What follows belongs to an exercise in optimizing a design on an open flow for small area; a production flow would make more cautious choices. Only simulation tests tie the RTL to the original design; equivalence was not proved. Power and IR drop assume default switching activity.

==> design/flow/flow/run.sh <==
#!/bin/bash
# The standard layout (standard.sh) with three changes:
#  - synthesis skips the quick ABC pre-mapping inside Yosys's "synth -run fine:"
#    (synth -noabc), so extract_fa sees the RTL's adder structure and leaves no
#    inverters around the full adders;
#  - the final ABC mapping uses the area-oriented script flow/area.abc
#    (the standard flow's synthesis script otherwise unchanged: same passes, flatten, rename);
#  - the port buffers use the smallest buffer cell.
set -euo pipefail
W=$(pwd)
sed -e "s|^\(\s*\)log_cmd abc {\*}\$abc_args|\1log_cmd abc -script $W/flow/area.abc {*}[lrange \$abc_args 2 end]|" \
    -e "s|-run fine: {\*}\$synth_full_args|-run fine: -noabc {*}\$synth_full_args|" \
  "$FLOW_HOME/scripts/synth.tcl" > "$W/synth_custom.tcl"
grep -q "flow/area.abc" "$W/synth_custom.tcl"
grep -q "run fine: -noabc" "$W/synth_custom.tcl"
sed "s|\$::env(SCRIPTS_DIR)/synth.tcl|$W/synth_custom.tcl|" "$W/synth_recipe.tcl" > "$W/synth_recipe_custom.tcl"
grep -q "synth_custom.tcl" "$W/synth_recipe_custom.tcl"
bash standard.sh "SYNTH_SCRIPT=$W/synth_recipe_custom.tcl" \
  "BUFFER_PORTS_ARGS=-buffer_cell sky130_fd_sc_hd__buf_1" finish > "$W/make_finish.log" 2>&1
==> design/flow/flow/area.abc <==
strash
&get -n
&st
&dc2
&dch -f
&nf -R 1000
&put
mfs2 -a
strash
&get -n
&st
&dch -f
&nf -R 1000
&put
topo
==> design/flow/standard.sh <==
#!/bin/bash
# synth_recipe.tcl (not shown) runs the flow's synth.tcl, then flattens the netlist and writes it again
# the make line also repeats each setting of config.mk as NAME=value (left out here)
make -C /OpenROAD-flow-scripts/flow DESIGN_CONFIG=/design/flow/config.mk WORK_HOME=/design/flow/orfs CLKGATE_MAP_FILE= SYNTH_SCRIPT=/design/flow/synth_recipe.tcl "${@:-finish}"
==> design/flow/config.mk <==
export PLATFORM = sky130hd
export DESIGN_NAME = br_compositor
export DESIGN_NICKNAME = br_compositor
export VERILOG_FILES = /design/flow/design.v
export SDC_FILE = /design/flow/constraint.sdc
export NUM_CORES = 4
export LEC_CHECK = 0
export CAP_MARGIN = 10
export CORE_MARGIN = 2
export CORE_UTILIZATION = 40
export CTS_BUF_LIST = sky130_fd_sc_hd__clkbuf_4
export GPL_TIMING_DRIVEN = 0
export SLEW_MARGIN = 10
==> design/flow/constraint.sdc <==
create_clock -name core_clock -period 40.0 [get_ports {clk}]
set_input_delay 8.0000 -clock core_clock [delete_from_list [all_inputs] [get_ports {clk}]]
set_output_delay 8.0000 -clock core_clock [all_outputs]
set_load 0.01 [all_outputs]
==> design/flow/design.v <==
module br_compositor(
	input wire clk,
	input wire [ 3: 0] status,
	input wire video_on,
	input wire [ 9: 0] pixel_x, pixel_y,
	input wire btn_pos, mycar_pos, explode_pos, game_over_pos, score_pos,
	input wire btn_visible, explode_visible,
	input wire obstacle_pos0, obstacle_pos1, obstacle_pos2, obstacle_pos3, obstacle_pos4,
	input wire digit_pos0, digit_pos1, digit_pos2, digit_pos3,
	input wire [31:0] scroll,
	input wire [11:0] back_data, btn_data, side_data, mycar_data, explode_data, game_over_data, score_data,
	input wire [11:0] obstacle_data0, obstacle_data1, obstacle_data2, obstacle_data3, obstacle_data4,
	input wire [11:0] digit_data0, digit_data1, digit_data2, digit_data3,
	output reg [ 3: 0] red, green, blue
	);
	wire [3:0] red_c, green_c, blue_c;
	Renderer render_unit (
		.status(status), .video_on(video_on),
		.pixel_x(pixel_x), .pixel_y(pixel_y),
		.btn_pos(btn_pos), .mycar_pos(mycar_pos), .explode_pos(explode_pos),
		.game_over_pos(game_over_pos), .score_pos(score_pos),
		.btn_visible(btn_visible), .explode_visible(explode_visible),
		.obstacle_pos0(obstacle_pos0), .obstacle_pos1(obstacle_pos1), .obstacle_pos2(obstacle_pos2),
		.obstacle_pos3(obstacle_pos3), .obstacle_pos4(obstacle_pos4),
		.digit_pos0(digit_pos0), .digit_pos1(digit_pos1), .digit_pos2(digit_pos2), .digit_pos3(digit_pos3),
		.scroll(scroll),
		.back_data(back_data), .btn_data(btn_data), .side_data(side_data), .mycar_data(mycar_data),
		.explode_data(explode_data), .game_over_data(game_over_data), .score_data(score_data),
		.obstacle_data0(obstacle_data0), .obstacle_data1(obstacle_data1), .obstacle_data2(obstacle_data2),
		.obstacle_data3(obstacle_data3), .obstacle_data4(obstacle_data4),
		.digit_data0(digit_data0), .digit_data1(digit_data1), .digit_data2(digit_data2), .digit_data3(digit_data3),
		.red(red_c), .green(green_c), .blue(blue_c)
	);
	always @(posedge clk)
	begin
		red   <= red_c;
		green <= green_c;
		blue  <= blue_c;
	end
endmodule

`timescale 1ns / 1ps
module Renderer(
	input wire [ 3: 0] status,
	input wire video_on,
	input wire [ 9: 0] pixel_x, pixel_y,
	input wire btn_pos, mycar_pos, explode_pos, game_over_pos, score_pos,
	input wire btn_visible, explode_visible,
	input wire obstacle_pos0, obstacle_pos1, obstacle_pos2, obstacle_pos3, obstacle_pos4,
	input wire digit_pos0, digit_pos1, digit_pos2, digit_pos3,
	input wire signed [31:0] scroll,
	input wire [11:0] back_data, btn_data, side_data, mycar_data, explode_data, game_over_data, score_data,
	input wire [11:0] obstacle_data0, obstacle_data1, obstacle_data2, obstacle_data3, obstacle_data4,
	input wire [11:0] digit_data0, digit_data1, digit_data2, digit_data3,
	output wire [ 3: 0] red, green, blue
	);
	function is_key;
		input [11:0] d;
		is_key = (d == 12'h0f0) || (d == 12'h1f1) || (d == 12'h2f2) || (d == 12'h0e0);
	endfunction
	function [1:0] q5;
		input [3:0] d;
		case (d)
			4'd0, 4'd1, 4'd2, 4'd3, 4'd4:       q5 = 2'd0;
			4'd5, 4'd6, 4'd7, 4'd8, 4'd9:       q5 = 2'd1;
			4'd10, 4'd11, 4'd12, 4'd13, 4'd14:  q5 = 2'd2;
			default:                            q5 = 2'd3;
		endcase
	endfunction
	function [11:0] div5;
		input [11:0] d;
		div5 = {2'b00, q5(d[11:8]), 2'b00, q5(d[7:4]), 2'b00, q5(d[3:0])};
	endfunction
	function [3:0] asb;
		input [3:0] d;
		case (d)
			4'd0, 4'd1, 4'd2, 4'd3:             asb = 4'd3;
			4'd4, 4'd5, 4'd6, 4'd7, 4'd8:       asb = 4'd4;
			4'd9, 4'd10, 4'd11, 4'd12, 4'd13:   asb = 4'd5;
			default:                            asb = 4'd6;
		endcase
	endfunction
	function ge;
		input [9:0] x;
		input [9:0] k;
		integer j;
		begin
			ge = 1'b1;
			for (j = 0; j < 10; j = j + 1)
				ge = k[j] ? (x[j] & ge) : (x[j] | ge);
		end
	endfunction
	wire slide  = (ge(pixel_x, 74) && !ge(pixel_x, 85)) || (ge(pixel_x, 554) && !ge(pixel_x, 565));
	wire inroad = ge(pixel_x, 74) && !ge(pixel_x, 565);
	wire lane   = (ge(pixel_x, 170) && !ge(pixel_x, 181)) || (ge(pixel_x, 266) && !ge(pixel_x, 277)) ||
	              (ge(pixel_x, 362) && !ge(pixel_x, 373)) || (ge(pixel_x, 458) && !ge(pixel_x, 469));
	wire rc2 = (pixel_y[1] & scroll[1]) | ((pixel_y[1] | scroll[1]) & pixel_y[0] & scroll[0]);
	wire rs2 = pixel_y[2] ^ scroll[2] ^ rc2;
	wire rc3 = (pixel_y[2] & scroll[2]) | (pixel_y[2] & rc2) | (scroll[2] & rc2);
	wire rs3 = pixel_y[3] ^ scroll[3] ^ rc3;
	wire rc4 = (pixel_y[3] & scroll[3]) | (pixel_y[3] & rc3) | (scroll[3] & rc3);
	wire rs4 = pixel_y[4] ^ scroll[4] ^ rc4;
	wire rc5 = (pixel_y[4] & scroll[4]) | (pixel_y[4] & rc4) | (scroll[4] & rc4);
	wire rs5 = pixel_y[5] ^ scroll[5] ^ rc5;
	wire rc6 = (pixel_y[5] & scroll[5]) | (pixel_y[5] & rc5) | (scroll[5] & rc5);
	wire rs6 = pixel_y[6] ^ scroll[6] ^ rc6;
	wire rc7 = (pixel_y[6] & scroll[6]) | (pixel_y[6] & rc6) | (scroll[6] & rc6);
	wire rs7 = pixel_y[7] ^ scroll[7] ^ rc7;
	wire rc8 = (pixel_y[7] & scroll[7]) | (pixel_y[7] & rc7) | (scroll[7] & rc7);
	wire rs8 = pixel_y[8] ^ scroll[8] ^ rc8;
	wire rc9 = (pixel_y[8] & scroll[8]) | (pixel_y[8] & rc8) | (scroll[8] & rc8);
	wire rs9 = pixel_y[9] ^ scroll[9] ^ rc9;
	wire rc10 = (pixel_y[9] & scroll[9]) | (pixel_y[9] & rc9) | (scroll[9] & rc9);
	wire nc32 = !(rc10 && (&scroll[31:10]));
	wire fs0 = rs2 ^ rs6 ^ rc10;
	wire fc0 = (rs2 & rs6) | (rs2 & rc10) | (rs6 & rc10);
	wire fs1 = rs3 ^ rs7 ^ scroll[11];
	wire fc1 = (rs3 & rs7) | (rs3 & scroll[11]) | (rs7 & scroll[11]);
	wire fs2 = nc32 ^ rs4 ^ rs8;
	wire fc2 = (nc32 & rs4) | (nc32 & rs8) | (rs4 & rs8);
	wire fs3 = rs5 ^ rs9 ^ scroll[13];
	wire fc3 = (rs5 & rs9) | (rs5 & scroll[13]) | (rs9 & scroll[13]);
	wire fs4 = scroll[10] ^ scroll[14] ^ scroll[18];
	wire fc4 = (scroll[10] & scroll[14]) | (scroll[10] & scroll[18]) | (scroll[14] & scroll[18]);
	wire fs5 = scroll[15] ^ scroll[19] ^ scroll[23];
	wire fc5 = (scroll[15] & scroll[19]) | (scroll[15] & scroll[23]) | (scroll[19] & scroll[23]);
	wire fs6 = scroll[12] ^ scroll[16] ^ scroll[20];
	wire fc6 = (scroll[12] & scroll[16]) | (scroll[12] & scroll[20]) | (scroll[16] & scroll[20]);
	wire fs7 = scroll[17] ^ scroll[21] ^ scroll[25];
	wire fc7 = (scroll[17] & scroll[21]) | (scroll[17] & scroll[25]) | (scroll[21] & scroll[25]);
	wire fs8 = scroll[22] ^ scroll[26] ^ scroll[30];
	wire fc8 = (scroll[22] & scroll[26]) | (scroll[22] & scroll[30]) | (scroll[26] & scroll[30]);
	wire fs9 = scroll[27] ^ scroll[31] ^ fc0;
	wire fc9 = (scroll[27] & scroll[31]) | (scroll[27] & fc0) | (scroll[31] & fc0);
	wire fs10 = scroll[24] ^ scroll[28] ^ fc1;
	wire fc10 = (scroll[24] & scroll[28]) | (scroll[24] & fc1) | (scroll[28] & fc1);
	wire fs11 = scroll[29] ^ fc2 ^ fs3;
	wire fc11 = (scroll[29] & fc2) | (scroll[29] & fs3) | (fc2 & fs3);
	wire fs12 = fs0 ^ fc3 ^ fs4;
	wire fc12 = (fs0 & fc3) | (fs0 & fs4) | (fc3 & fs4);
	wire fs13 = fs1 ^ fc4 ^ fs5;
	wire fc13 = (fs1 & fc4) | (fs1 & fs5) | (fc4 & fs5);
	wire fs14 = fs2 ^ fc5 ^ fs6;
	wire fc14 = (fs2 & fc5) | (fs2 & fs6) | (fc5 & fs6);
	wire fs15 = fc6 ^ fs7 ^ fc10;
	wire fc15 = (fc6 & fs7) | (fc6 & fc10) | (fs7 & fc10);
	wire fs16 = fc7 ^ fs8 ^ fc11;
	wire fc16 = (fc7 & fs8) | (fc7 & fc11) | (fs8 & fc11);
	wire fs17 = fc8 ^ fs9 ^ fc12;
	wire fc17 = (fc8 & fs9) | (fc8 & fc12) | (fs9 & fc12);
	wire fs18 = fc9 ^ fs10 ^ fc13;
	wire fc18 = (fc9 & fs10) | (fc9 & fc13) | (fs10 & fc13);
	wire fs19 = fs11 ^ fc14 ^ fs15;
	wire fc19 = (fs11 & fc14) | (fs11 & fs15) | (fc14 & fs15);
	wire fs20 = fs12 ^ fc15 ^ fs16;
	wire fc20 = (fs12 & fc15) | (fs12 & fs16) | (fc15 & fs16);
	wire fs21 = fs13 ^ fc16 ^ fs17;
	wire fc21 = (fs13 & fc16) | (fs13 & fs17) | (fc16 & fs17);
	wire fs22 = fs14 ^ fc17 ^ fs18;
	wire fc22 = (fs14 & fc17) | (fs14 & fs18) | (fc17 & fs18);
	wire fs23 = fc18 ^ fs19 ^ fc22;
	wire fc23 = (fc18 & fs19) | (fc18 & fc22) | (fs19 & fc22);
	wire fs24 = fc19 ^ fs20 ^ fc23;
	wire fc24 = (fc19 & fs20) | (fc19 & fc23) | (fs20 & fc23);
	wire fs25 = fc20 ^ fs21 ^ fc24;
	wire fc25 = (fc20 & fs21) | (fc20 & fc24) | (fs21 & fc24);
	wire fs26 = fc21 ^ fs22 ^ fc25;
	wire fc26 = (fc21 & fs22) | (fc21 & fc25) | (fs22 & fc25);
	wire [3:0] qa = {fs23, fs26, fs25, fs24};
	wire [3:0] qb = {fc26, 1'b0, 1'b0, 1'b0};
	localparam [31:0] LIGHT_TAB = 32'hf83f3ff0;
	wire [4:0] lidx = {qb[3], qa};
	wire light = LIGHT_TAB[lidx];
	wire exp_on  = explode_pos && explode_visible;
	wire exp_key = is_key(explode_data);
	wire any_spr = mycar_pos || obstacle_pos0 || obstacle_pos1 || obstacle_pos2 || obstacle_pos3 || obstacle_pos4;
	wire s0 = mycar_pos;
	wire s1 = !mycar_pos && obstacle_pos0;
	wire s2 = !mycar_pos && !obstacle_pos0 && obstacle_pos1;
	wire s3 = !mycar_pos && !obstacle_pos0 && !obstacle_pos1 && obstacle_pos2;
	wire s4 = !mycar_pos && !obstacle_pos0 && !obstacle_pos1 && !obstacle_pos2 && obstacle_pos3;
	wire s5 = !mycar_pos && !obstacle_pos0 && !obstacle_pos1 && !obstacle_pos2 && !obstacle_pos3 && obstacle_pos4;
	wire [11:0] spr = ({12{s0}} & mycar_data) | ({12{s1}} & obstacle_data0) | ({12{s2}} & obstacle_data1) |
	                  ({12{s3}} & obstacle_data2) | ({12{s4}} & obstacle_data3) | ({12{s5}} & obstacle_data4);
	wire spr_key = is_key(spr);
	wire layer0    = game_over_pos || score_pos || digit_pos0 || digit_pos1 || digit_pos2 || digit_pos3;
	wire term      = (status == 4'b0001);
	wire stripe_en = !exp_on && !any_spr && !(term && layer0);
	wire use_exp  = exp_on && !exp_key;
	wire use_spr  = !use_exp && any_spr && !spr_key;
	wire use_road = !use_exp && !(any_spr && !spr_key);
	wire road_light = slide || (lane && stripe_en && light);
	wire [3:0] sr = side_data[3:0], sg = side_data[7:4], sb = side_data[11:8];
	wire [3:0] rr = road_light ? {2'b11, q5(sr)} : inroad ? {2'b01, q5(sr)} : sr;
	wire [3:0] rg = road_light ? {2'b11, q5(sg)} : inroad ? {2'b01, q5(sg)} : sg;
	wire [3:0] rb = road_light ? {2'b11, q5(sb)} : inroad ? asb(sb) : sb;
	wire [11:0] scene = ({12{use_exp}} & explode_data) | ({12{use_spr}} & spr) | ({12{use_road}} & {rb, rg, rr});
	wire [11:0] dim   = div5(scene);
	wire blk = !inroad && !exp_on && !any_spr;
	wire z0 = (game_over_data == 12'h000);
	wire z1 = (score_data     == 12'h000);
	wire z2 = (digit_data0    == 12'h000);
	wire z3 = (digit_data1    == 12'h000);
	wire z4 = (digit_data2    == 12'h000);
	wire z5 = (digit_data3    == 12'h000);
	wire v0 = game_over_pos && !(z0 && blk);
	wire v1 = score_pos     && !(z1 && blk);
	wire v2 = digit_pos0    && !(z2 && blk);
	wire v3 = digit_pos1    && !(z3 && blk);
	wire v4 = digit_pos2    && !(z4 && blk);
	wire v5 = digit_pos3    && !(z5 && blk);
	wire p5 = v5;
	wire p4 = !v5 && v4;
	wire p3 = !v5 && !v4 && v3;
	wire p2 = !v5 && !v4 && !v3 && v2;
	wire p1 = !v5 && !v4 && !v3 && !v2 && v1;
	wire p0 = !v5 && !v4 && !v3 && !v2 && !v1 && v0;
	wire prm_black = (p5 && z5) || (p4 && z4) || (p3 && z3) || (p2 && z2) || (p1 && z1) || (p0 && z0);
	wire btn_sel = btn_pos && btn_visible && (btn_data != 12'hfff);
	wire st_prep  = video_on && (status == 4'b1000);
	wire st_act   = video_on && (status == 4'b0100);
	wire st_pause = video_on && (status == 4'b0010);
	wire st_term  = video_on && term;
	wire sel_back = st_prep && !btn_sel;
	wire sel_btn  = st_prep && btn_sel;
	wire sel_dim  = st_pause || (st_term && (!layer0 || prm_black));
	wire sel_prm  = st_term && layer0;
	wire t5 = sel_prm && p5, t4 = sel_prm && p4, t3 = sel_prm && p3;
	wire t2 = sel_prm && p2, t1 = sel_prm && p1, t0 = sel_prm && p0;
	wire [11:0] c = ({12{sel_back}} & back_data) | ({12{sel_btn}} & btn_data) |
	                ({12{st_act}} & scene) | ({12{sel_dim}} & dim) |
	                ({12{t5}} & digit_data3) | ({12{t4}} & digit_data2) | ({12{t3}} & digit_data1) |
	                ({12{t2}} & digit_data0) | ({12{t1}} & score_data)  | ({12{t0}} & game_over_data);
	assign red   = c[3:0];
	assign green = c[7:4];
	assign blue  = c[11:8];
endmodule
==> results of run 1 <==
-- flip-flops by register name, summed over array words and instances, names as in the netlist --
signal / cells
green: 4
blue: 4
red: 4
-- report_power, final --
group	switching (mW)	internal (mW)	total, mW	leakage [nW]
Combinational	0.0539	0.0497	0.104	1.20
Sequential	0.000145	0.0124	0.0125	0.0974
Clock	0.00429	0.00362	0.00791	0.0154
-- cells by family (layout without fill, tap and decap cells) --
group                    count (synthesis)  count (layout)  synth area share (%)
multiplexers                             2               2                 0.696
AND/OR/NAND/NOR                        183             183                  30.0
XOR/XNOR                                 5               5                  1.43
AO/OA/AOI/OAI                          147             147                  35.7
buffers and inverters                   11             294                  1.35
adder cells (fa/ha/maj)                 35              35                  22.9
flip-flops                              12              12                  7.86
-- through the flow --
| stage | area (um2) | utilization (%) |
|---|---|---|
| global route | 4300 | 58.6 |
| floorplan | 3060 | - |
| global placement | 4220 | 57.6 |
| detailed placement | 4250 | 58.0 |
| finish | 4300 | 58.6 |
| CTS | 4280 | 58.3 |
-- layout make-up --
cell class | count | area [um2]
Sequential cell | 12 | 240
Inverter | 11 | 41.3
Clock buffer | 3 | 22.5
Clock inverter | 1 | 3.75
Fill cell | 745 | 3030
Multi-Input combinational cell | 372 | 2810
Tap cell | 99 | 124
Timing Repair Buffer | 279 | 1050
-- layer usage --
metal / track usage, % / vias up / wire length, um
met4: 13.6 / 0 / 612
met5: 0 / - / 0
met2: 55.5 / 280 / 6800
met1: 33.7 / 2184 / 4830
met3: 4.07 / 47 / 1130
li1: - / 2223 / -
-- worst max path at each step --
stage | end | from
6_report | red[0] | scroll[1]
5_1_grt | red[0] | scroll[1]
4_1_cts | red[0] | scroll[1]
3_5_place_dp | blue[0] | scroll[1]
3_3_place_gp | red[0] | scroll[1]
2_1_floorplan | blue[0] | scroll[1]
-- tightest hold or removal path, delay by kind of cell --
family | cells | cell delay [ps]
buf+inv | 1 | 80
compound gates | 2 | 120
-- synthesized netlist by cell type, drive strengths merged --
cell type and instances:
a2111o 1, a2111oi 1, a211o 2, a211oi 1
a21o 3, a21oi 19, a221o 4, a221oi 15
a222oi 27, a22oi 29, a31oi 3, a41oi 1
and3 2, clkinv 11, dfxtp 12, fa 35
mux2 1, mux2i 1, nand2 51, nand2b 2
nand3 33, nand3b 1, nand4 11, nand4b 2
nor2 24, nor2b 3, nor3 16, nor3b 5
nor4 23, nor4b 2, o21a 5, o21ai 27
o22a 1, o22ai 3, o311a 1, o31ai 3
o32ai 1, or2 1, or3 3, or4 4
xnor2 3, xor2 2
-- placed cells by master, fill, tap and decap left out, types with 4 or more instances in the layout --
master / n
a21oi_1: 19
a221o_1: 4
a221oi_1: 15
a222oi_1: 27
a22oi_1: 29
buf_1: 277
clkinv_1: 12
dfxtp_1: 12
fa_1: 35
nand2_1: 51
nand3_1: 33
nand4_1: 11
nor2_1: 24
nor3_1: 15
nor3b_2: 4
nor4_1: 22
o21a_1: 5
o21ai_0: 27
or4_1: 4
==> results.txt, run 1 <==
- Worst Hold End: blue[0]
- Setup tns final: 0 ps
- Worst Setup Start Kind: input port
- TritonCTS clock tree: built
- Final WS setup: 22680 ps
- Slowest stage delay, CP: 570 ps
- Vias in the first global route: 4555
- Outcome: finished clean
- Max clock buf depth: 2
- CP Max Fanout: 7
- Antenna violations before repair: 0
- Chip height: 91.4 um
- Layout cells sized above 1: 1.77%
- DRC viols: 0
- Gp weighted congestion: 0.937
- Grt total ovfl: 0
- Tot Pwr: 0.124 mW
- Cell count along the critical path: 31
- Worst hold start: back_data[8]
- Initial core utilization: 41.7%
- Req. time, crit path: 40210 ps
- Iteration-0 DRC Markers: 393
- Setup-failing EPs final: 0
- Yosys top cell area share: 22.9%
- RSZ-0062 raised after global routing: no
- Vias/cell: 6.09
- Fmax: 57.7 MHz
- Post-synthesis cell count: 395
- I/O Buffers: 277
- Min Hold Slack: 7950 ps
- Pins Over Slew Limit: 0
- Syn_area_per_cell: 7.74 um2
- Core area: 7330 um2
- Crit-path leading delay family: adder cells
- Gr usage total: 30.0%
- Total of warnings raised by yosys: 2
- Maxcap violations: 0
- H-Tree Level Count: 1
- Placed instance count: 773
- Inserted Clock Buffers: 3
- Endpoints failing hold: 0
- Worst Max-Slew Pin Slew: 1230 ps
- Diodes inserted: 0
- Synth cell types: 42
- Post-CTS Setup Bufs: 0
- Worst Setup End Kind: register
- Clock Sinks: 12
- Hold Path Class: input port to register
- Clock tree root buffer cell: clkbuf_4
- Die X: 91.4 um
- DR WL/cell: 17.2 um
- Syn_nets: 696
- Post-CTS Hold Fix Bufs: 0
- Std-Cell Rows: 31
- Pleak: 1.31 nW
- Pwr per Cell Area: 28.9 nW/um2
- WS Path Type: input port to register
- Pre-Repair DR Iteration Count: 7
- Post-cts gate resize count: 0
- Yosys top cell by area: fa_1
- Fin crit share: 43.3%
- Worst path most repeated cell: fa_1
- Seq/Total Area, Yosys: 7.86%
- Hold Path Depth: 3
- Flops & latches, synth: 12
- ANT nets after route: 0
- Clock transition at path regs: 80 ps
- Crit path time final: 17320 ps
- Critical Path Slowest Stage Cell: fa_1
- Largest net degree at the start of global routing: 20
- DPL Wire Length: 11900 um
- Num ports: 278
- Layout area overhead: 40.6%
- Ranking of synthesized cells by area: fa_1 (23%), a222oi_1 (8.8%), dfxtp_1 (7.9%)
- Slew HR: 17.7%
- Die area: 8360 um2
- Count of non-filler cells in the finished layout: 777
- Synth Cell Area: 3060 um2
- Total wire length after detailed routing: 13400 um
- VDD IR-drop max: 0.0000319 V
- Final nets: 980
- Via total after detailed routing: 4734
- Bufs and invs on worst path: 1
- Critical Path AT: 17530 ps
- Place WS: 22380 ps
- First-pass GRT wire length: 20500 um
==> run 2, diff against run 1 <==
--- a/design/flow/config.mk
+++ b/design/flow/config.mk
@@ -5,9 +5,9 @@
 export SDC_FILE = /design/flow/constraint.sdc
 export NUM_CORES = 4
 export LEC_CHECK = 0
-export CAP_MARGIN = 10
+export CAP_MARGIN = 5
 export CORE_MARGIN = 2
 export CORE_UTILIZATION = 40
 export CTS_BUF_LIST = sky130_fd_sc_hd__clkbuf_4
 export GPL_TIMING_DRIVEN = 0
-export SLEW_MARGIN = 10
+export SLEW_MARGIN = 0
==> results.txt, run 2 <==
- Outcome: finished clean
- TritonCTS clock tree: built
- DR WL/cell: 17.2 um
- Crit path time final: 17360 ps
- Layout area overhead: 40.2%
- Worst path most repeated cell: fa_1
- First-pass GRT wire length: 20400 um
- Worst hold start: back_data[8]
- Gp weighted congestion: 0.937
- Vias/cell: 6.03
- Cell area after layout: 4290 um2
- DRC viols: 0
- Seq/Total Area, Yosys: 7.86%
- Hold Path Class: input port to register
- Switch Pwr: 0.0584 mW
- Clock transition at path regs: 80 ps
- Req. time, crit path: 40180 ps
- Setup tns final: 0 ps
- Ranking of synthesized cells by area: fa_1 (23%), a222oi_1 (8.8%), dfxtp_1 (7.9%)
- Die X: 91.4 um
- Clock Sinks: 12
- Pwr per Cell Area: 29.0 nW/um2
- Tot Pwr: 0.124 mW
- Fin crit share: 43.4%
- Final nets: 982
- Syn_area_per_cell: 7.74 um2
- Pre-Repair DR Iteration Count: 8
- Flops & latches, synth: 12
- Core area: 7330 um2
- Top cells by count, synth: nand2_1 (51), fa_1 (35), nand3_1 (33)
- Max clock buf depth: 2
- Via total after detailed routing: 4701
- Clock tree root buffer cell: clkbuf_4
- Inserted Clock Buffers: 3
- Diodes inserted: 0
- Slowest stage delay, CP: 580 ps
- Clock power frac: 5.8%
- I/O Buffers: 277
- Iteration-0 DRC Markers: 319
- Worst Hold End: blue[0]
- ANT nets after route: 0
- Layout cells sized above 1: 1.47%
- Maxcap violations: 0
- Placement Cell Area: 4240 um2
- Ys async rst share: 0%
- Fmax: 57.6 MHz
- Die area: 8360 um2
- Post-synthesis cell count: 395
- Switching power share of the total: 47.0%
- Biggest regs: blue x4, green x4, red x4
- WS Path Type: input port to register
- Post-CTS Setup Bufs: 0
- Antenna violations before repair: 0
- CP Max Fanout: 7
- Most numerous cell in the Yosys netlist: nand2_1
- Initial core utilization: 41.7%
- Syn_nets: 696
- Most frequent cells in the layout: buf_1 (277), nand2_1 (51), fa_1 (35)
- VDD IR-drop max: 0.0000395 V
- Worst Setup End Kind: register
- Logic pwr share: 84.1%
- Grt total ovfl: 0
- DPL Wire Length: 11900 um
- Synth cell types: 42
- Largest net degree at the start of global routing: 20
- Total wire length after detailed routing: 13400 um
- Critical Path AT: 17540 ps
- Worst Max-Slew Pin Slew: 1220 ps
- Post-cts gate resize count: 0
- Main synth FF type: dfxtp_1
- Vias in the first global route: 4499
- Post-CTS Hold Fix Bufs: 0
- Chip height: 91.4 um
- Worst Setup Start Kind: input port
- Total of warnings raised by yosys: 2
- Slew HR: 17.8%
- Final core utilization: 58.5%
- Most common cell after layout, fill and taps aside: buf_1
- Yosys top cell area share: 22.9%
- Endpoints failing hold: 0
- Setup-failing EPs final: 0
- Std-Cell Rows: 31
- Num ports: 278
- Synth Cell Area: 3060 um2
- Gr usage total: 29.6%
- EDFF count, synth: 0
- Yosys top cell by area: fa_1
- RSZ-0062 raised after global routing: no
- Pins Over Slew Limit: 0
- Sequential Power Share: 10.1%
- Hold Path Depth: 3
- Pleak: 1.32 nW
- H-Tree Level Count: 1
- Internal Power: 0.0659 mW
- Critical Path Slowest Stage Cell: fa_1
-- run 2: metrics by stage --
step,cells,worst slack (ps),hold slack [ps]
finish,779,22640,7970
floorplan,395,23100,8120
CTS,776,22600,7970
global placement,771,22440,8250
global route,779,22160,8000
detailed placement,772,22340,8250
-- run 2: final cells by class --
type,instances,area (um2)
repair buffers,281,1060
flip-flops and latches,12,240
well taps,99,124
multi-input cells,372,2790
inverters,11,41.3
clock buffers,3,22.5
fillers,778,3040
clock inverters,1,3.75
-- run 2: worst max path at each step --
stage	from	endpoint	cells after the start
after floorplan	scroll[1]	blue[0]	31
after global placement	scroll[1]	red[0]	31
after detailed placement	scroll[1]	blue[0]	32
after CTS	scroll[1]	blue[0]	32
after global routing	scroll[1]	blue[0]	32
final	scroll[1]	red[0]	31
-- run 2: layer usage --
layer	global-route usage (%)	wire (um)	share of wire, %	vias to the layer above
met4	10.1	467	3.5	0
met2	56.4	6940	52	273
met1	33.8	4910	37	2167
li1	-	-	-	2223
met3	2.99	1080	8.0	38
met5	0	0	0	-
-- run 2: critical path, delay by kind of cell --
family          cells  cell delay (ps)
compound gates      9             1800
simple gates        4              400
buf+inv             1               80
mux                 1              300
fa+ha+maj          16             6940
-- run 2: logic make-up (layout without fill, tap and decap cells) --
family / after synthesis / count (layout) / share of synthesized area [%]
AO/OA/AOI/OAI: 147 / 147 / 35.7
XOR/XNOR: 5 / 5 / 1.43
adder cells (fa/ha/maj): 35 / 35 / 22.9
buffers and inverters: 11 / 296 / 1.35
flip-flops: 12 / 12 / 7.86
multiplexers: 2 / 2 / 0.696
AND/OR/NAND/NOR: 183 / 183 / 30.0
-- run 2: power by group through the flow --
stage / clock network [mW] / logic (mW) / registers, mW
2_1_floorplan: 0 / 0.0741 / 0.0131
3_3_place_gp: 0 / 0.102 / 0.0128
3_5_place_dp: 0 / 0.104 / 0.0128
4_1_cts: 0.00728 / 0.105 / 0.0125
5_1_grt: 0.00788 / 0.119 / 0.0126
6_report: 0.00723 / 0.105 / 0.0125
==> run 3, diff against run 2 <==
--- a/design/flow/flow/run.sh
+++ b/design/flow/flow/run.sh
@@ -5,7 +5,8 @@
 #    inverters around the full adders;
 #  - the final ABC mapping uses the area-oriented script flow/area.abc
 #    (the standard flow's synthesis script otherwise unchanged: same passes, flatten, rename);
-#  - the port buffers use the smallest buffer cell.
+#  - the port buffers use the smallest buffer cell;
+#  - clock tree synthesis without sink clustering or dummy loads (12 registers).
 set -euo pipefail
 W=$(pwd)
 sed -e "s|^\(\s*\)log_cmd abc {\*}\$abc_args|\1log_cmd abc -script $W/flow/area.abc {*}[lrange \$abc_args 2 end]|" \
@@ -16,4 +17,5 @@
 sed "s|\$::env(SCRIPTS_DIR)/synth.tcl|$W/synth_custom.tcl|" "$W/synth_recipe.tcl" > "$W/synth_recipe_custom.tcl"
 grep -q "synth_custom.tcl" "$W/synth_recipe_custom.tcl"
 bash standard.sh "SYNTH_SCRIPT=$W/synth_recipe_custom.tcl" \
-  "BUFFER_PORTS_ARGS=-buffer_cell sky130_fd_sc_hd__buf_1" finish > "$W/make_finish.log" 2>&1
+  "BUFFER_PORTS_ARGS=-buffer_cell sky130_fd_sc_hd__buf_1" \
+  "CTS_ARGS=-buf_list sky130_fd_sc_hd__clkbuf_4 -root_buf sky130_fd_sc_hd__clkbuf_4 -dont_use_dummy_load -repair_clock_nets" finish > "$W/make_finish.log" 2>&1
--- a/design/flow/config.mk
+++ b/design/flow/config.mk
@@ -5,9 +5,9 @@
 export SDC_FILE = /design/flow/constraint.sdc
 export NUM_CORES = 4
 export LEC_CHECK = 0
-export CAP_MARGIN = 5
+export CAP_MARGIN = 10
 export CORE_MARGIN = 2
 export CORE_UTILIZATION = 40
 export CTS_BUF_LIST = sky130_fd_sc_hd__clkbuf_4
 export GPL_TIMING_DRIVEN = 0
-export SLEW_MARGIN = 0
+export SLEW_MARGIN = 10
==> results.txt, run 3 <==
- CP Max Fanout: 7
- Pins Over Slew Limit: 0
- Std-Cell Rows: 31
- WS Path Type: input port to register
- Initial core utilization: 41.7%
- Worst Max-Slew Pin Slew: 1250 ps
- Ranking of synthesized cells by area: fa_1 (23%), a222oi_1 (8.8%), dfxtp_1 (7.9%)
- VDD IR-drop max: 0.0000321 V
- Clock power frac: 5.8%
- Clock tree root buffer cell: clkbuf_4
- Req. time, crit path: 40140 ps
- Pre-Repair DR Iteration Count: 8
- Layout area overhead: 40.4%
- Place WS: 22380 ps
- Core area: 7330 um2
- DR WL/cell: 17.2 um
- Logic pwr share: 84.0%
- Gr usage total: 29.9%
- Final WS setup: 22670 ps
- Min Hold Slack: 7980 ps
- Endpoints failing hold: 0
- Pleak: 1.31 nW
- Critical Path AT: 17470 ps
- Post-CTS Setup Bufs: 0
- H-Tree Level Count: 1
- Post-CTS Hold Fix Bufs: 0
- Fin crit share: 43.3%
- DRC viols: 0
- Most numerous cell in the Yosys netlist: nand2_1
- First-pass GRT wire length: 20500 um
- Flops & latches, synth: 12
- Inserted Clock Buffers: 3
- Iteration-0 DRC Markers: 416
- Switching power share of the total: 46.9%
- Setup tns final: 0 ps
- Synth Cell Area: 3060 um2
- Crit path time final: 17330 ps
- Layout cells sized above 1: 1.77%
- Clock Sinks: 12
- Grt total ovfl: 0
- Placed instance count: 773
- Biggest regs: blue x4, green x4, red x4
- Yosys top cell by area: fa_1
- Largest net degree at the start of global routing: 20
- Hold Path Class: input port to register
- I/O Buffers: 277
- Switch Pwr: 0.0579 mW
- RSZ-0062 raised after global routing: no
- Die area: 8360 um2
- Final core utilization: 58.6%
- Main synth FF type: dfxtp_1
- Pwr per Cell Area: 28.8 nW/um2
- Count of non-filler cells in the finished layout: 776
- Max clock buf depth: 2
- Via total after detailed routing: 4742
- Vias/cell: 6.11
- TritonCTS clock tree: built
- Sequential Power Share: 10.2%
- Chip height: 91.4 um
- Most frequent cells in the layout: buf_1 (277), nand2_1 (51), fa_1 (35)
- Syn_area_per_cell: 7.74 um2
- Synth cell types: 42
- Total of warnings raised by yosys: 2
- Clock transition at path regs: 60 ps
- Bufs and invs on worst path: 1
- Antenna violations before repair: 0
- Syn_nets: 696
- Most common cell after layout, fill and taps aside: buf_1
- Final nets: 980
- Crit-path leading delay family: adder cells
- Vias in the first global route: 4561
- Maxcap violations: 0
- ANT nets after route: 0
- Num ports: 278
- Ys async rst share: 0%
- Die X: 91.4 um
- DPL Wire Length: 11900 um
- Worst Setup Start Kind: input port
- Slowest stage delay, CP: 570 ps
- Internal Power: 0.0656 mW
- Worst path most repeated cell: fa_1
- EDFF count, synth: 0
- Post-synthesis cell count: 395
- Diodes inserted: 0
- Post-cts gate resize count: 0
- Seq/Total Area, Yosys: 7.86%
- Slew HR: 16.4%
- Total wire length after detailed routing: 13400 um
- Critical Path Slowest Stage Cell: fa_1
- Gp weighted congestion: 0.937
- Worst Setup End Kind: register
- Setup-failing EPs final: 0
- Yosys top cell area share: 22.9%
- Fmax: 57.7 MHz
- Top cells by count, synth: nand2_1 (51), fa_1 (35), nand3_1 (33)
- Outcome: finished clean
==> run 3: cell counts after synthesis <==
No cell type changed its count.
==> run 3: final timing paths <==
check	from	endpoint	slack, ps	cells past startpoint
setup / recovery	scroll[1]	blue[0]	22670	32
hold / removal	back_data[8]	blue[0]	7980	3
==> run 3: power by group through the flow <==
stage	Clock [mW]	Sequential (mW)	Combinational [mW]
finish	0.00720	0.0126	0.104
global route	0.00801	0.0126	0.121
CTS	0.00731	0.0126	0.104
floorplan	0	0.0131	0.0741
detailed placement	0	0.0128	0.104
global placement	0	0.0128	0.102
==> run 3: cell type report <==
| type | count | area (um2) |
|---|---|---|
| tap | 99 | 124 |
| timing repair buffer | 279 | 1050 |
| inverter | 11 | 41.3 |
| sequential | 12 | 240 |
| fill | 747 | 3040 |
| clock buffer | 3 | 22.5 |
| multi-input combinational | 372 | 2810 |
==> run 3: per-stage QoR <==
| stage | instance area [um2] | power, mW |
|---|---|---|
| detailed placement | 4250 | 0.117 |
| global route | 4290 | 0.142 |
| CTS | 4270 | 0.124 |
| floorplan | 3060 | 0.0872 |
| global placement | 4220 | 0.115 |
| finish | 4290 | 0.124 |
==> run 3: cell families after synthesis <==
| kind of cell | after synthesis | synth area share, % |
|---|---|---|
| and+or+nand+nor | 183 | 30.0 |
| adders and majority gates | 35 | 22.9 |
| DFF | 12 | 7.86 |
| xor gates and xnor gates | 5 | 1.43 |
| muxes | 2 | 0.696 |
| buffers and inverters | 11 | 1.35 |
| AOI/OAI and AO/OA | 147 | 35.7 |
==> run 3: per-layer routing <==
layer	GRT usage [%]	wire (um)	vias up
met4	13.3	531	0
met5	0	0	-
met3	4.07	1170	42
met2	55.7	6870	291
met1	33.6	4800	2193
li1	-	-	2216
==> run 4, diff against run 3 <==
--- a/design/flow/flow/run.sh
+++ b/design/flow/flow/run.sh
@@ -1,5 +1,5 @@
 #!/bin/bash
-# The standard layout (standard.sh) with three changes:
+# The standard layout (standard.sh) with these changes:
 #  - synthesis skips the quick ABC pre-mapping inside Yosys's "synth -run fine:"
 #    (synth -noabc), so extract_fa sees the RTL's adder structure and leaves no
 #    inverters around the full adders;
==> design/flow/flow/area.abc (replaced) <==
strash
&get -n
&st
&dc2
&dch -f
&nf -R 1000 -C 32 -F 8
&put
mfs2 -a
strash
&get -n
&st
&dc2
&dch -f
&nf -R 1000 -C 32 -F 8
&put
mfs2 -a
strash
&get -n
&st
&dc2
&dch -f
&nf -R 1000 -C 32 -F 8
&put
mfs2 -a
strash
&get -n
&st
&dch -f
&nf -R 1000 -C 32 -F 8
&put
topo
--- a/design/flow/config.mk
+++ b/design/flow/config.mk
@@ -5,9 +5,9 @@
 export SDC_FILE = /design/flow/constraint.sdc
 export NUM_CORES = 4
 export LEC_CHECK = 0
-export CAP_MARGIN = 10
+export CAP_MARGIN = 5
 export CORE_MARGIN = 2
 export CORE_UTILIZATION = 40
 export CTS_BUF_LIST = sky130_fd_sc_hd__clkbuf_4
 export GPL_TIMING_DRIVEN = 0
-export SLEW_MARGIN = 10
+export SLEW_MARGIN = 0
==> results.txt, run 4 <==
- Vias in the first global route: 4446
- Worst path most repeated cell: fa_1
- Crit-path leading delay family: adder cells
- WS Path Type: input port to register
- Sequential Power Share: 10.0%
- Ranking of synthesized cells by area: fa_1 (23%), a222oi_1 (9.3%), dfxtp_1 (8.0%)
- Die area: 8210 um2
- Switching power share of the total: 49.1%
- Post-CTS Hold Fix Bufs: 0
- Top cells by count, synth: nand2_1 (40), fa_1 (35), nor2_1 (34)
- Fill count: 769
- Fmax: 56.8 MHz
- EDFF count, synth: 0
- Seq/Total Area, Yosys: 8.00%
- Antenna violations before repair: 0
- Grt total ovfl: 0
- Largest net degree at the start of global routing: 17
- Pre-Repair DR Iteration Count: 6
- Via total after detailed routing: 4727
- DR WL/cell: 18.6 um
- Clock Sinks: 12
- Slowest stage delay, CP: 620 ps
- Grt met2 use: 57.7%
- Std-Cell Rows: 31
- Iteration-0 DRC Markers: 358
- Syn_nets: 689
- ANT nets after route: 0
- Critical Path Slowest Stage Cell: fa_1
- Max clock buf depth: 2
- Yosys top cell by area: fa_1
- Worst Setup End Kind: register
- Pleak: 1.27 nW
- Clock tree root buffer cell: clkbuf_4
- CP Max Fanout: 7
- Req. time, crit path: 40140 ps
- Multi-input gate area: 2730 um2
- Setup-failing EPs final: 0
- Final nets: 974
- TritonCTS clock tree: built
- Post-CTS Setup Bufs: 0
- Die X: 90.6 um
- FF/Latch Area: 240 um2
- DPL Wire Length: 12600 um
- Synth cell types: 41
- Biggest regs: blue x4, green x4, red x4
- Endpoints failing hold: 0
- Slew HR: 11.9%
- Switch Pwr: 0.0624 mW
- Busiest grt layer: met2
- Core area: 7250 um2
- H-Tree Level Count: 1
- VDD IR-drop max: 0.0000285 V
- Post-synthesis cell count: 388
- Post-cts gate resize count: 0
- Synth Cell Area: 3000 um2
- Logic pwr share: 84.4%
- Total wire length after detailed routing: 14300 um
- DRC viols: 0
- Clock transition at path regs: 80 ps
- Vias/cell: 6.14
- Diodes inserted: 0
- Worst Setup Start Kind: input port
- Clock power frac: 5.7%
- Pins Over Slew Limit: 0
- Main synth FF type: dfxtp_1
- Most numerous cell in the Yosys netlist: nand2_1
- Initial core utilization: 41.4%
- Num ports: 278
- Inserted Clock Buffers: 3
- I/O Buffers: 277
- Syn_area_per_cell: 7.74 um2
- Final WS setup: 22390 ps
- M1 GR Usage: 40.2%
- Critical Path AT: 17750 ps
- Crit path time final: 17610 ps
- Met3 usage: 5.76%
- Bufs and invs on worst path: 1
- Min Hold Slack: 8030 ps
- RSZ-0062 raised after global routing: no
- Gp weighted congestion: 1.00
- Gr usage total: 32.5%
- Total of warnings raised by yosys: 2
- Outcome: finished clean
- Worst Max-Slew Pin Slew: 1320 ps
- Chip height: 90.6 um
- Hold Path Class: input port to register
- Most frequent cells in the layout: buf_1 (277), nand2_1 (40), fa_1 (35)
- Ys async rst share: 0%
- Fin crit share: 44.0%
- Pwr per Cell Area: 30.1 nW/um2
- Most common cell after layout, fill and taps aside: buf_1
- Layout cells sized above 1: 1.34%
- Yosys top cell area share: 23.3%
- Place WS: 22060 ps
- Flops & latches, synth: 12
- Setup tns final: 0 ps
- Internal Power: 0.0646 mW
- Maxcap violations: 0
- First-pass GRT wire length: 21800 um
- Layout area overhead: 40.7%
==> run 4: per-layer routing <==
layer	share of wire [%]	wire length (um)	vias to the layer above
met2	49	7080	284
met1	39	5520	2217
met4	2.8	403	0
li1	-	-	2187
met3	9.1	1300	39
met5	0	0	-
==> run 4: logic make-up (layout without fill, tap and decap cells) <==
| family | after synthesis | after routing | share of synthesized area, % |
|---|---|---|---|
| simple gates | 175 | 175 | 29.2 |
| compound gates | 150 | 150 | 36.9 |
| fa+ha+maj | 35 | 35 | 23.3 |
| buf+inv | 13 | 296 | 1.63 |
| flops | 12 | 12 | 8.00 |
| xor+xnor | 2 | 2 | 0.584 |
| mux | 1 | 1 | 0.375 |
==> run 4: area by class of cell <==
class                           count  area share, %
Tap cell                           99           2.93
Inverter                           13           1.16
Timing Repair Buffer              280           25.1
Clock buffer                        3          0.533
Sequential cell                    12           5.69
Multi-Input combinational cell    363           64.6
==> run 4: stage by stage <==
step           instances  utilization [%]  cell area, um2  power (mW)
3_3_place_gp         764             57.4            4170       0.114
6_report             770             58.2            4220       0.127
2_1_floorplan        388                -            3000      0.0874
3_5_place_dp         765             57.6            4180       0.121
4_1_cts              768             57.9            4200       0.128
5_1_grt              770             58.2            4220       0.143
==> run 4: path summary, 6_finish.rpt <==
path | slack (ps) | startpoint | end | depth (start not counted)
max | 22390 | scroll[1] | blue[0] | 31
min | 8030 | game_over_data[7] | green[3] | 3
==> run 4: power groups by stage <==
stage | Clock [mW] | Combinational (mW) | Sequential, mW
after floorplan | 0 | 0.0742 | 0.0132
after global placement | 0 | 0.101 | 0.0129
after detailed placement | 0 | 0.108 | 0.0129
after CTS | 0.00721 | 0.108 | 0.0126
after global routing | 0.00817 | 0.122 | 0.0127
final | 0.00718 | 0.107 | 0.0127
==> run 5, diff against run 4 <==
--- a/design/flow/config.mk
+++ b/design/flow/config.mk
@@ -7,7 +7,8 @@
 export LEC_CHECK = 0
 export CAP_MARGIN = 5
 export CORE_MARGIN = 2
-export CORE_UTILIZATION = 40
+export CORE_UTILIZATION = 65
 export CTS_BUF_LIST = sky130_fd_sc_hd__clkbuf_4
 export GPL_TIMING_DRIVEN = 0
+export PLACE_DENSITY = 0.75
 export SLEW_MARGIN = 0
==> results.txt, run 5 <==
- Outcome: aborted with a tool error
- Halt Stage: 3_2_place_iop
- Log Error: [ERROR PPL-0024] Number of IO pins (278) exceeds maximum number of available positions (250). Increase the die perimeter from 287.82um to 378.08um.
- Synth Cell Area: 3000 um2
- Initial core utilization: 68.0%
- Yosys top cell by area: fa_1
- Flops & latches, synth: 12
- Syn_area_per_cell: 7.74 um2
- Yosys top cell area share: 23.3%
- Ranking of synthesized cells by area: fa_1 (23%), a222oi_1 (9.3%), dfxtp_1 (8.0%)
- Main synth FF type: dfxtp_1
- Top cells by count, synth: nand2_1 (40), fa_1 (35), nor2_1 (34)
- Synth cell types: 41
- Syn_nets: 689
- Post-synthesis cell count: 388
- Std-Cell Rows: 24
- Chip height: 72.0 um
- Total of warnings raised by yosys: 2
- Most numerous cell in the Yosys netlist: nand2_1
- EDFF count, synth: 0
- Ys async rst share: 0%
- Seq/Total Area, Yosys: 8.00%
- Die X: 72.0 um
[run 5: cell counts after synthesis]
Identical to the previous run, type by type.
[run 5: cells by family after synthesis]
kind of cell               synth area share, %
and+or+nand+nor                           29.2
AOI/OAI and AO/OA                         36.9
adders and majority gates                 23.3
buffers and inverters                     1.63
DFF                                       8.00
xor gates and xnor gates                 0.584
muxes                                    0.375
==> run 6, diff against run 5 <==
--- a/design/flow/flow/run.sh
+++ b/design/flow/flow/run.sh
@@ -6,7 +6,7 @@
 #  - the final ABC mapping uses the area-oriented script flow/area.abc
 #    (the standard flow's synthesis script otherwise unchanged: same passes, flatten, rename);
 #  - the port buffers use the smallest buffer cell;
-#  - clock tree synthesis without sink clustering or dummy loads (12 registers).
+#  - clock tree synthesis without dummy loads.
 set -euo pipefail
 W=$(pwd)
 sed -e "s|^\(\s*\)log_cmd abc {\*}\$abc_args|\1log_cmd abc -script $W/flow/area.abc {*}[lrange \$abc_args 2 end]|" \
@@ -18,4 +18,4 @@
 grep -q "synth_custom.tcl" "$W/synth_recipe_custom.tcl"
 bash standard.sh "SYNTH_SCRIPT=$W/synth_recipe_custom.tcl" \
   "BUFFER_PORTS_ARGS=-buffer_cell sky130_fd_sc_hd__buf_1" \
-  "CTS_ARGS=-buf_list sky130_fd_sc_hd__clkbuf_4 -root_buf sky130_fd_sc_hd__clkbuf_4 -dont_use_dummy_load -repair_clock_nets" finish > "$W/make_finish.log" 2>&1
+  "CTS_ARGS=-sink_clustering_enable -repair_clock_nets -buf_list sky130_fd_sc_hd__clkbuf_4 -dont_use_dummy_load" finish > "$W/make_finish.log" 2>&1
--- a/design/flow/config.mk
+++ b/design/flow/config.mk
@@ -7,8 +7,7 @@
 export LEC_CHECK = 0
 export CAP_MARGIN = 5
 export CORE_MARGIN = 2
-export CORE_UTILIZATION = 65
+export CORE_UTILIZATION = 40
 export CTS_BUF_LIST = sky130_fd_sc_hd__clkbuf_4
 export GPL_TIMING_DRIVEN = 0
-export PLACE_DENSITY = 0.75
 export SLEW_MARGIN = 0
==> results.txt, run 6 <==
- Outcome: finished clean
- Std-Cell Rows: 31
- Slew HR: 11.9%
- Biggest regs: blue x4, green x4, red x4
- Clock Sinks: 12
- Slowest stage delay, CP: 620 ps
- Worst Max-Slew Pin Slew: 1320 ps
- Maxcap violations: 0
- Min Hold Slack: 8030 ps
- Final WS setup: 22390 ps
- Most numerous cell in the Yosys netlist: nand2_1
- Endpoints failing hold: 0
- Initial core utilization: 41.4%
- Diodes inserted: 0
- CP Max Fanout: 7
- Pre-Repair DR Iteration Count: 6
- Main synth FF type: dfxtp_1
- Ys async rst share: 0%
- Layout area overhead: 40.7%
- Inserted Clock Buffers: 3
- Yosys top cell area share: 23.3%
- Setup-failing EPs final: 0
- First-pass GRT wire length: 21800 um
- Hold Path Depth: 3
- Most common cell after layout, fill and taps aside: buf_1
- Post-CTS Setup Bufs: 0
- Synth cell types: 41
- Fill count: 769
- Worst Hold End: green[3]
- H-Tree Level Count: 1
- Cell area after layout: 4220 um2
- Clock transition at path regs: 80 ps
- Setup tns final: 0 ps
- TritonCTS clock tree: built
- Critical Path Slowest Stage Cell: fa_1
- Total wire length after detailed routing: 14300 um
- Worst hold start: game_over_data[7]
- Req. time, crit path: 40140 ps
- ANT nets after route: 0
- Chip height: 90.6 um
- Place WS: 22060 ps
- Num ports: 278
- DRC viols: 0
- EDFF count, synth: 0
- Worst Setup Start Kind: input port
- Core area: 7250 um2
- Flops & latches, synth: 12
- Syn_area_per_cell: 7.74 um2
- Synth Cell Area: 3000 um2
- Gr usage total: 32.5%
- Final nets: 974
- DPL Wire Length: 12600 um
- Worst path most repeated cell: fa_1
- I/O Buffers: 277
- Most frequent cells in the layout: buf_1 (277), nand2_1 (40), fa_1 (35)
- Critical Path AT: 17750 ps
- Largest net degree at the start of global routing: 17
- Antenna violations before repair: 0
- Fin crit share: 44.0%
- Pwr per Cell Area: 30.1 nW/um2
- Crit path time final: 17610 ps
- Die area: 8210 um2
- Clock tree root buffer cell: clkbuf_4
- VDD IR-drop max: 0.0000285 V
- Seq/Total Area, Yosys: 8.00%
- Fmax: 56.8 MHz
- Post-cts gate resize count: 0
- RSZ-0062 raised after global routing: no
- Ranking of synthesized cells by area: fa_1 (23%), a222oi_1 (9.3%), dfxtp_1 (8.0%)
- Vias in the first global route: 4446
- Pins Over Slew Limit: 0
- Gp weighted congestion: 1.00
- Worst Setup End Kind: register
- Pleak: 1.27 nW
- Top cells by count, synth: nand2_1 (40), fa_1 (35), nor2_1 (34)
- Grt total ovfl: 0
- Placement Cell Area: 4180 um2
- Die X: 90.6 um
- WS Path Type: input port to register
- Layout cells sized above 1: 1.34%
- Post-CTS Hold Fix Bufs: 0
- Syn_nets: 689
- Hold Path Class: input port to register
- Post-synthesis cell count: 388
- Total of warnings raised by yosys: 2
- Yosys top cell by area: fa_1
- Iteration-0 DRC Markers: 358
- Via total after detailed routing: 4727
- Max clock buf depth: 2
- DR WL/cell: 18.6 um
- Vias/cell: 6.14
==> run 6: logic make-up (layout without fill, tap and decap cells) <==
group           Yosys count  count (layout)  share of synthesized area [%]
mux                       1               1                          0.375
flops                    12              12                           8.00
xor+xnor                  2               2                          0.584
fa+ha+maj                35              35                           23.3
buf+inv                  13             296                           1.63
compound gates          150             150                           36.9
simple gates            175             175                           29.2
==> run 6: worst max-delay path: cells and delay by family <==
family,cells,cell delay [ps]
AOI/OAI and AO/OA,8,1430
adders and majority gates,16,7040
buffers and inverters,1,80
muxes,1,230
and+or+nand+nor,5,950
==> run 6: report_power, final <==
| part | internal, mW | leakage, nW | switching [mW] |
|---|---|---|---|
| Sequential | 0.0125 | 0.0976 | 0.000152 |
| Combinational | 0.0486 | 1.15 | 0.0585 |
| Clock | 0.00347 | 0.0138 | 0.00371 |
| Total | 0.0646 | 1.27 | 0.0624 |
==> run 6: area by class of cell <==
cell class                      instances  area, um2  share of cell area, %
Multi-Input combinational cell        363       2730                   64.6
Timing Repair Buffer                  280       1060                   25.1
Clock buffer                            3       22.5                  0.533
Sequential cell                        12        240                   5.69
Tap cell                               99        124                   2.93
Inverter                               13       48.8                   1.16
==> run 6: how the worst max path moves through the flow <==
| stage | from | endpoint | slack, ps |
|---|---|---|---|
| floorplan | scroll[1] | blue[0] | 23110 |
| finish | scroll[1] | blue[0] | 22390 |
| global route | scroll[1] | blue[0] | 21810 |
| detailed placement | scroll[1] | blue[0] | 22060 |
| CTS | scroll[1] | blue[0] | 22310 |
| global placement | scroll[1] | blue[0] | 22240 |
==> run 6: stage by stage <==
stage | total power [mW] | cells | utilization [%]
finish | 0.127 | 770 | 58.2
global placement | 0.114 | 764 | 57.4
CTS | 0.128 | 768 | 57.9
detailed placement | 0.121 | 765 | 57.6
floorplan | 0.0874 | 388 | -
global route | 0.143 | 770 | 58.2
==> run 6: routing by layer <==
metal	part of all wire (%)	up-vias	track usage (%)	wire length [um]
met4	2.8	0	9.10	403
li1	-	2187	-	-
met2	49	284	57.7	7080
met5	0	-	0	0
met1	39	2217	40.2	5520
met3	9.1	39	5.76	1300
==> run 7, diff against run 6 <==
--- a/design/flow/flow/area.abc
+++ b/design/flow/flow/area.abc
@@ -1,11 +1,3 @@
-strash
-&get -n
-&st
-&dc2
-&dch -f
-&nf -R 1000 -C 32 -F 8
-&put
-mfs2 -a
 strash
 &get -n
 &st
==> results.txt, run 7 <==
- Pre-Repair DR Iteration Count: 8
- Synth Area in Simple Gates: 30.7%
- Gp weighted congestion: 0.959
- Slew HR: 15.6%
- Iteration-0 DRC Markers: 423
- Post-CTS Setup Bufs: 0
- Worst Setup Start Kind: input port
- Pleak: 1.30 nW
- Syn_nets: 698
- Ranking of synthesized cells by area: fa_1 (23%), a222oi_1 (8.8%), dfxtp_1 (7.9%)
- FF/Latch Area: 240 um2
- EDFF count, synth: 0
- Layout area overhead: 40.0%
- Post-cts gate resize count: 0
- Num ports: 278
- Gr usage total: 30.6%
- Mux cell area share after synthesis: 0.368%
- Clock tree root buffer cell: clkbuf_4
- Crit path time final: 17690 ps
- Multi-input gate area: 2800 um2
- Fin crit share: 44.2%
- Slowest stage delay, CP: 800 ps
- Synth Cell Area: 3060 um2
- Die X: 91.4 um
- Main synth FF type: dfxtp_1
- Vias in the first global route: 4543
- First-pass GRT wire length: 20800 um
- Critical Path AT: 17900 ps
- Total of warnings raised by yosys: 2
- RSZ-0062 raised after global routing: no
- Endpoints failing hold: 0
- Clock Sinks: 12
- VDD IR-drop max: 0.0000356 V
- Setup tns final: 0 ps
- Worst hold start: back_data[2]
- Biggest regs: blue x4, green x4, red x4
- Clock transition at path regs: 70 ps
- Outcome: finished clean
- XOR/XNOR Fraction of Synth Area: 0.859%
- Pwr per Cell Area: 29.3 nW/um2
- TritonCTS clock tree: built
- Worst path most repeated cell: fa_1
- Top cells by count, synth: nand2_1 (52), fa_1 (35), nand3_1 (32)
- H-Tree Level Count: 1
- Post-CTS Hold Fix Bufs: 0
- I/O Buffers: 277
- Pins Over Slew Limit: 0
- Synth cell types: 43
- Antenna violations before repair: 0
- Worst Max-Slew Pin Slew: 1260 ps
- Req. time, crit path: 40210 ps
- Layout cells sized above 1: 1.33%
- DRC viols: 0
- Most frequent cells in the layout: buf_1 (277), nand2_1 (52), fa_1 (35)
- Fmax: 56.5 MHz
- Yosys top cell area share: 22.9%
- Max clock buf depth: 2
- Seq/Total Area, Yosys: 7.86%
- Flops & latches, synth: 12
- Inserted Clock Buffers: 3
- CP startpoint: scroll[1]
- CP Max Fanout: 7
- Die area: 8360 um2
- Chip height: 91.4 um
- Vias/cell: 6.04
- Final core utilization: 58.4%
- DPL Wire Length: 12300 um
- Maxcap violations: 0
- Yosys top cell by area: fa_1
- Fill count: 775
- Core area: 7330 um2
- Critical Path Slowest Stage Cell: a311oi_1
- Setup-failing EPs final: 0
- Via total after detailed routing: 4701
- Hold Path Class: input port to register
- Post-synthesis cell count: 397
- Largest family of logic cells by synthesized area: compound AO/OA/AOI/OAI gates
- Largest net degree at the start of global routing: 17
- Most numerous cell in the Yosys netlist: nand2_1
- Crit path to: blue[0]
- ANT nets after route: 0
- Most common cell after layout, fill and taps aside: buf_1
- DR WL/cell: 18.0 um
- Initial core utilization: 41.7%
- Std-Cell Rows: 31
- Compound-Gate Fraction of Synth Area: 35.8%
- Synth Area in Adders: 22.9%
- WS Path Type: input port to register
- Worst Setup End Kind: register
- Diodes inserted: 0
- Final nets: 982
- Grt total ovfl: 0
- Ys async rst share: 0%
- Syn_area_per_cell: 7.70 um2
- Total wire length after detailed routing: 14000 um
run 7: cell count changes in the layout (fill, tap and decap cells not counted), moves of 4 or more:
cell / before / now
nand2_1: 40 / 52
nor2_1: 34 / 23
nand2b_1: 1 / 9
o21ai_0: 30 / 24
o21a_1: 3 / 8
a21oi_1: 20 / 24
and2_0: 0 / 4
run 7: cell families after synthesis:
kind of cell | count (synthesis)
compound gates | 148
fa+ha+maj | 35
buf+inv | 12
mux | 1
xor+xnor | 3
flops | 12
simple gates | 186
run 7: worst min-delay path by stage:
stage,slack (ps),to,depth (start not counted)
3_5_place_dp,8250,red[2],3
6_report,7970,red[2],3
5_1_grt,7980,red[2],3
3_3_place_gp,8250,red[2],3
4_1_cts,7980,red[2],3
2_1_floorplan,8120,green[2],2
run 7: cell type report:
cell class / instances / share of cell area [%]
clock buffers: 3 / 0.526
inverters: 12 / 1.05
multi-input cells: 373 / 65.3
flip-flops and latches: 12 / 5.61
well taps: 99 / 2.89
repair buffers: 279 / 24.6
run 7: metal layers:
| layer | global-route usage, % | vias up | wire, um | share of wire (%) |
|---|---|---|---|---|
| met3 | 3.65 | 44 | 1150 | 8.2 |
| met2 | 57.0 | 266 | 7090 | 51 |
| met4 | 12.0 | 0 | 535 | 3.8 |
| li1 | - | 2212 | - | - |
| met5 | 0 | - | 0 | 0 |
| met1 | 35.2 | 2179 | 5230 | 37 |
run 7: worst max-delay path: cells and delay by family:
family	cells	cell delay, ps
buffers and inverters	1	100
adder cells (fa/ha/maj)	16	7070
AO/OA/AOI/OAI	8	1930
AND/OR/NAND/NOR	4	430
multiplexers	1	390
run 7: report_power, final:
part | leakage [nW] | internal, mW | switching [mW] | total [mW]
Combinational | 1.19 | 0.0476 | 0.0576 | 0.105
Sequential | 0.0976 | 0.0125 | 0.000181 | 0.0127
Clock | 0.0138 | 0.00349 | 0.00398 | 0.00747
run 7: stage by stage:
step	instance area [um2]	power (mW)	hold slack [ps]	setup slack, ps	instances
floorplan	3060	0.0875	8120	22890	397
global placement	4220	0.115	8250	22080	773
global route	4280	0.139	7980	21750	778
finish	4280	0.125	7970	22310	778
detailed placement	4240	0.118	8250	22010	774
CTS	4260	0.126	7980	22270	777
==> run 8, diff against run 7 <==
--- a/design/flow/flow/run.sh
+++ b/design/flow/flow/run.sh
@@ -18,4 +18,4 @@
 grep -q "synth_custom.tcl" "$W/synth_recipe_custom.tcl"
 bash standard.sh "SYNTH_SCRIPT=$W/synth_recipe_custom.tcl" \
   "BUFFER_PORTS_ARGS=-buffer_cell sky130_fd_sc_hd__buf_1" \
-  "CTS_ARGS=-sink_clustering_enable -repair_clock_nets -buf_list sky130_fd_sc_hd__clkbuf_4 -dont_use_dummy_load" finish > "$W/make_finish.log" 2>&1
+  "CTS_ARGS=-sink_clustering_enable -sink_clustering_size 12 -sink_clustering_max_diameter 500 -repair_clock_nets -buf_list sky130_fd_sc_hd__clkbuf_4 -root_buf sky130_fd_sc_hd__clkbuf_4 -dont_use_dummy_load" finish > "$W/make_finish.log" 2>&1
--- a/design/flow/flow/area.abc
+++ b/design/flow/flow/area.abc
@@ -1,3 +1,11 @@
+strash
+&get -n
+&st
+&dc2
+&dch -f
+&nf -R 1000 -C 32 -F 8
+&put
+mfs2 -a
 strash
 &get -n
 &st
==> results.txt, run 8 <==
- Pre-Repair DR Iteration Count: 6
- Chip height: 90.6 um
- Layout cells sized above 1: 1.34%
- I/O Buffers: 277
- Largest net degree at the start of global routing: 17
- Bufs and invs on worst path: 1
- Crit-path leading delay family: adder cells
- EDFF count, synth: 0
- Final nets: 974
- Worst Setup Start Kind: input port
- Compound-Gate Fraction of Synth Area: 36.9%
- Inserted Clock Buffers: 3
- Post-synthesis cell count: 388
- H-Tree Level Count: 1
- Fmax: 56.8 MHz
- Clock tree root buffer cell: clkbuf_4
- Most numerous cell in the Yosys netlist: nand2_1
- Gr usage total: 32.5%
- Tot Pwr: 0.127 mW
- First-pass GRT wire length: 21800 um
- Worst path most repeated cell: fa_1
- Main synth FF type: dfxtp_1
- Yosys top cell by area: fa_1
- Total wire length after detailed routing: 14300 um
- Ys async rst share: 0%
- Top cells by count, synth: nand2_1 (40), fa_1 (35), nor2_1 (34)
- Yosys top cell area share: 23.3%
- Ranking of synthesized cells by area: fa_1 (23%), a222oi_1 (9.3%), dfxtp_1 (8.0%)
- Pins Over Slew Limit: 0
- Mux cell area share after synthesis: 0.375%
- Final core utilization: 58.2%
- Syn_nets: 689
- Critical Path Slowest Stage Cell: fa_1
- DPL Wire Length: 12600 um
- Place WS: 22060 ps
- Die area: 8210 um2
- VDD IR-drop max: 0.0000285 V
- Post-CTS Hold Fix Bufs: 0
- Seq/Total Area, Yosys: 8.00%
- Syn_area_per_cell: 7.74 um2
- Flops & latches, synth: 12
- DRC viols: 0
- Core area: 7250 um2
- WS Path Type: input port to register
- Clock transition at path regs: 80 ps
- Via total after detailed routing: 4727
- Std-Cell Rows: 31
- Req. time, crit path: 40140 ps
- Maxcap violations: 0
- Vias/cell: 6.14
- CP Max Fanout: 7
- Max clock buf depth: 2
- Post-cts gate resize count: 0
- Placed instance count: 765
- Synth Cell Area: 3000 um2
- Num ports: 278
- TritonCTS clock tree: built
- Synth Area in Simple Gates: 29.2%
- Worst Max-Slew Pin Slew: 1320 ps
- RSZ-0062 raised after global routing: no
- Synth cell types: 41
- Hold Path Class: input port to register
- Grt total ovfl: 0
- Worst Setup End Kind: register
- Switch Pwr: 0.0624 mW
- Most common cell after layout, fill and taps aside: buf_1
- Slew HR: 11.9%
- Pleak: 1.27 nW
- Internal Power: 0.0646 mW
- Outcome: finished clean
- Die X: 90.6 um
- Switching power share of the total: 49.1%
- Antenna violations before repair: 0
- Diodes inserted: 0
- Sequential Power Share: 10.0%
- DR WL/cell: 18.6 um
- Layout area overhead: 40.7%
- Initial core utilization: 41.4%
- Endpoints failing hold: 0
- XOR/XNOR Fraction of Synth Area: 0.584%
- Pwr per Cell Area: 30.1 nW/um2
- Vias in the first global route: 4446
- ANT nets after route: 0
- Slowest stage delay, CP: 620 ps
- Most frequent cells in the layout: buf_1 (277), nand2_1 (40), fa_1 (35)
- Total of warnings raised by yosys: 2
- Critical Path AT: 17750 ps
- Setup-failing EPs final: 0
- Largest family of logic cells by synthesized area: compound AO/OA/AOI/OAI gates
- Biggest regs: blue x4, green x4, red x4
- Logic pwr share: 84.4%
- Synth Area in Adders: 23.3%
- Clock Sinks: 12
- Clock power frac: 5.7%
- Setup tns final: 0 ps
- Gp weighted congestion: 1.00
- Final WS setup: 22390 ps
- Count of non-filler cells in the finished layout: 770
- Fin crit share: 44.0%
- Crit path time final: 17610 ps
- Post-CTS Setup Bufs: 0
- Iteration-0 DRC Markers: 358
## run 8: cell count changes after synthesis, sizes merged, moves of 4 or more
cell / before / now
and2: 4 / 0
a21oi: 24 / 20
nand2: 52 / 40
o21a: 8 / 3
o21ai: 24 / 30
nand2b: 9 / 1
nor2: 23 / 34
## run 8: per-layer routing
metal | up-vias | share of wire (%) | routed length [um] | track usage [%]
met1 | 2217 | 39 | 5520 | 40.2
met5 | - | 0 | 0 | 0
met4 | 0 | 2.8 | 403 | 9.10
li1 | 2187 | - | - | -
met2 | 284 | 49 | 7080 | 57.7
met3 | 39 | 9.1 | 1300 | 5.76
## run 8: stage by stage
stage | cell area, um2 | hold WS (ps)
finish | 4220 | 8030
global route | 4220 | 8030
CTS | 4200 | 8010
detailed placement | 4180 | 8290
global placement | 4170 | 8290
floorplan | 3000 | 8130
## run 8: power by group through the flow
stage | Clock [mW] | Sequential, mW | Combinational [mW]
after floorplan | 0 | 0.0132 | 0.0742
after global placement | 0 | 0.0129 | 0.101
after detailed placement | 0 | 0.0129 | 0.108
after CTS | 0.00721 | 0.0126 | 0.108
after global routing | 0.00817 | 0.0127 | 0.122
final | 0.00718 | 0.0127 | 0.107
## run 8: logic make-up after synthesis
kind of cell    count (synthesis)
buf+inv                        13
flops                          12
fa+ha+maj                      35
xor+xnor                        2
compound gates                150
simple gates                  175
mux                             1
## run 8: path summary, 6_finish.rpt
| path | from | endpoint | slack [ps] | cells after the start |
|---|---|---|---|---|
| worst min-delay path | game_over_data[7] | green[3] | 8030 | 3 |
| worst max-delay path | scroll[1] | blue[0] | 22390 | 31 |
## run 8: worst min-delay path, cell delays in order
cell and delay, ps:
buf_1 110, a221oi_1 90, o21ai_0 60
## run 8: final cells by class
class	count	area, um2
repair buffers	280	1060
multi-input cells	363	2730
inverters	13	48.8
well taps	99	124
clock buffers	3	22.5
flip-flops and latches	12	240
fillers	769	3030

separate check: timing with driven ports:
The flow's constraints put no driver on any port. The routed layouts listed below were extracted and timed again, unchanged, in two steps. Step 1 sets driving cells, clkbuf_16 on the clock port and buf_2 on the other inputs (assumed; they add their load-dependent delay and slew). Step 2, shift: input delay + t, output delay - t, t = (earliest + latest rising clock arrival at the registers) / 2. This alone moves slack from input paths to output paths. Three values: no drivers, after step 1, after step 2; two values: the first two.
run | t, ns | setup slack, ns | worst data-port slew with drivers (ns) | pins driven straight from the clock port
run 1 | 0.295 | 22.680 / 22.678 / 22.382 | 0.06 | 1
run 2 | 0.273 | 22.639 / 22.635 / 22.362 | 0.08 | 1
run 3 | 0.284 | 22.670 / 22.668 / 22.384 | 0.06 | 1
run 4 | 0.279 | 22.390 / 22.387 / 22.108 | 0.08 | 1
run 6 | 0.279 | 22.390 / 22.387 / 22.108 | 0.08 | 1
run 7 | 0.295 | 22.314 / 22.315 / 22.019 | 0.06 | 1
run 8 | 0.279 | 22.390 / 22.387 / 22.108 | 0.08 | 1
After both steps setup and hold are still met in every run listed. The setup slack of run 1, which loses most, moves by -0.002 ns with the drivers and by -0.298 ns with both steps.
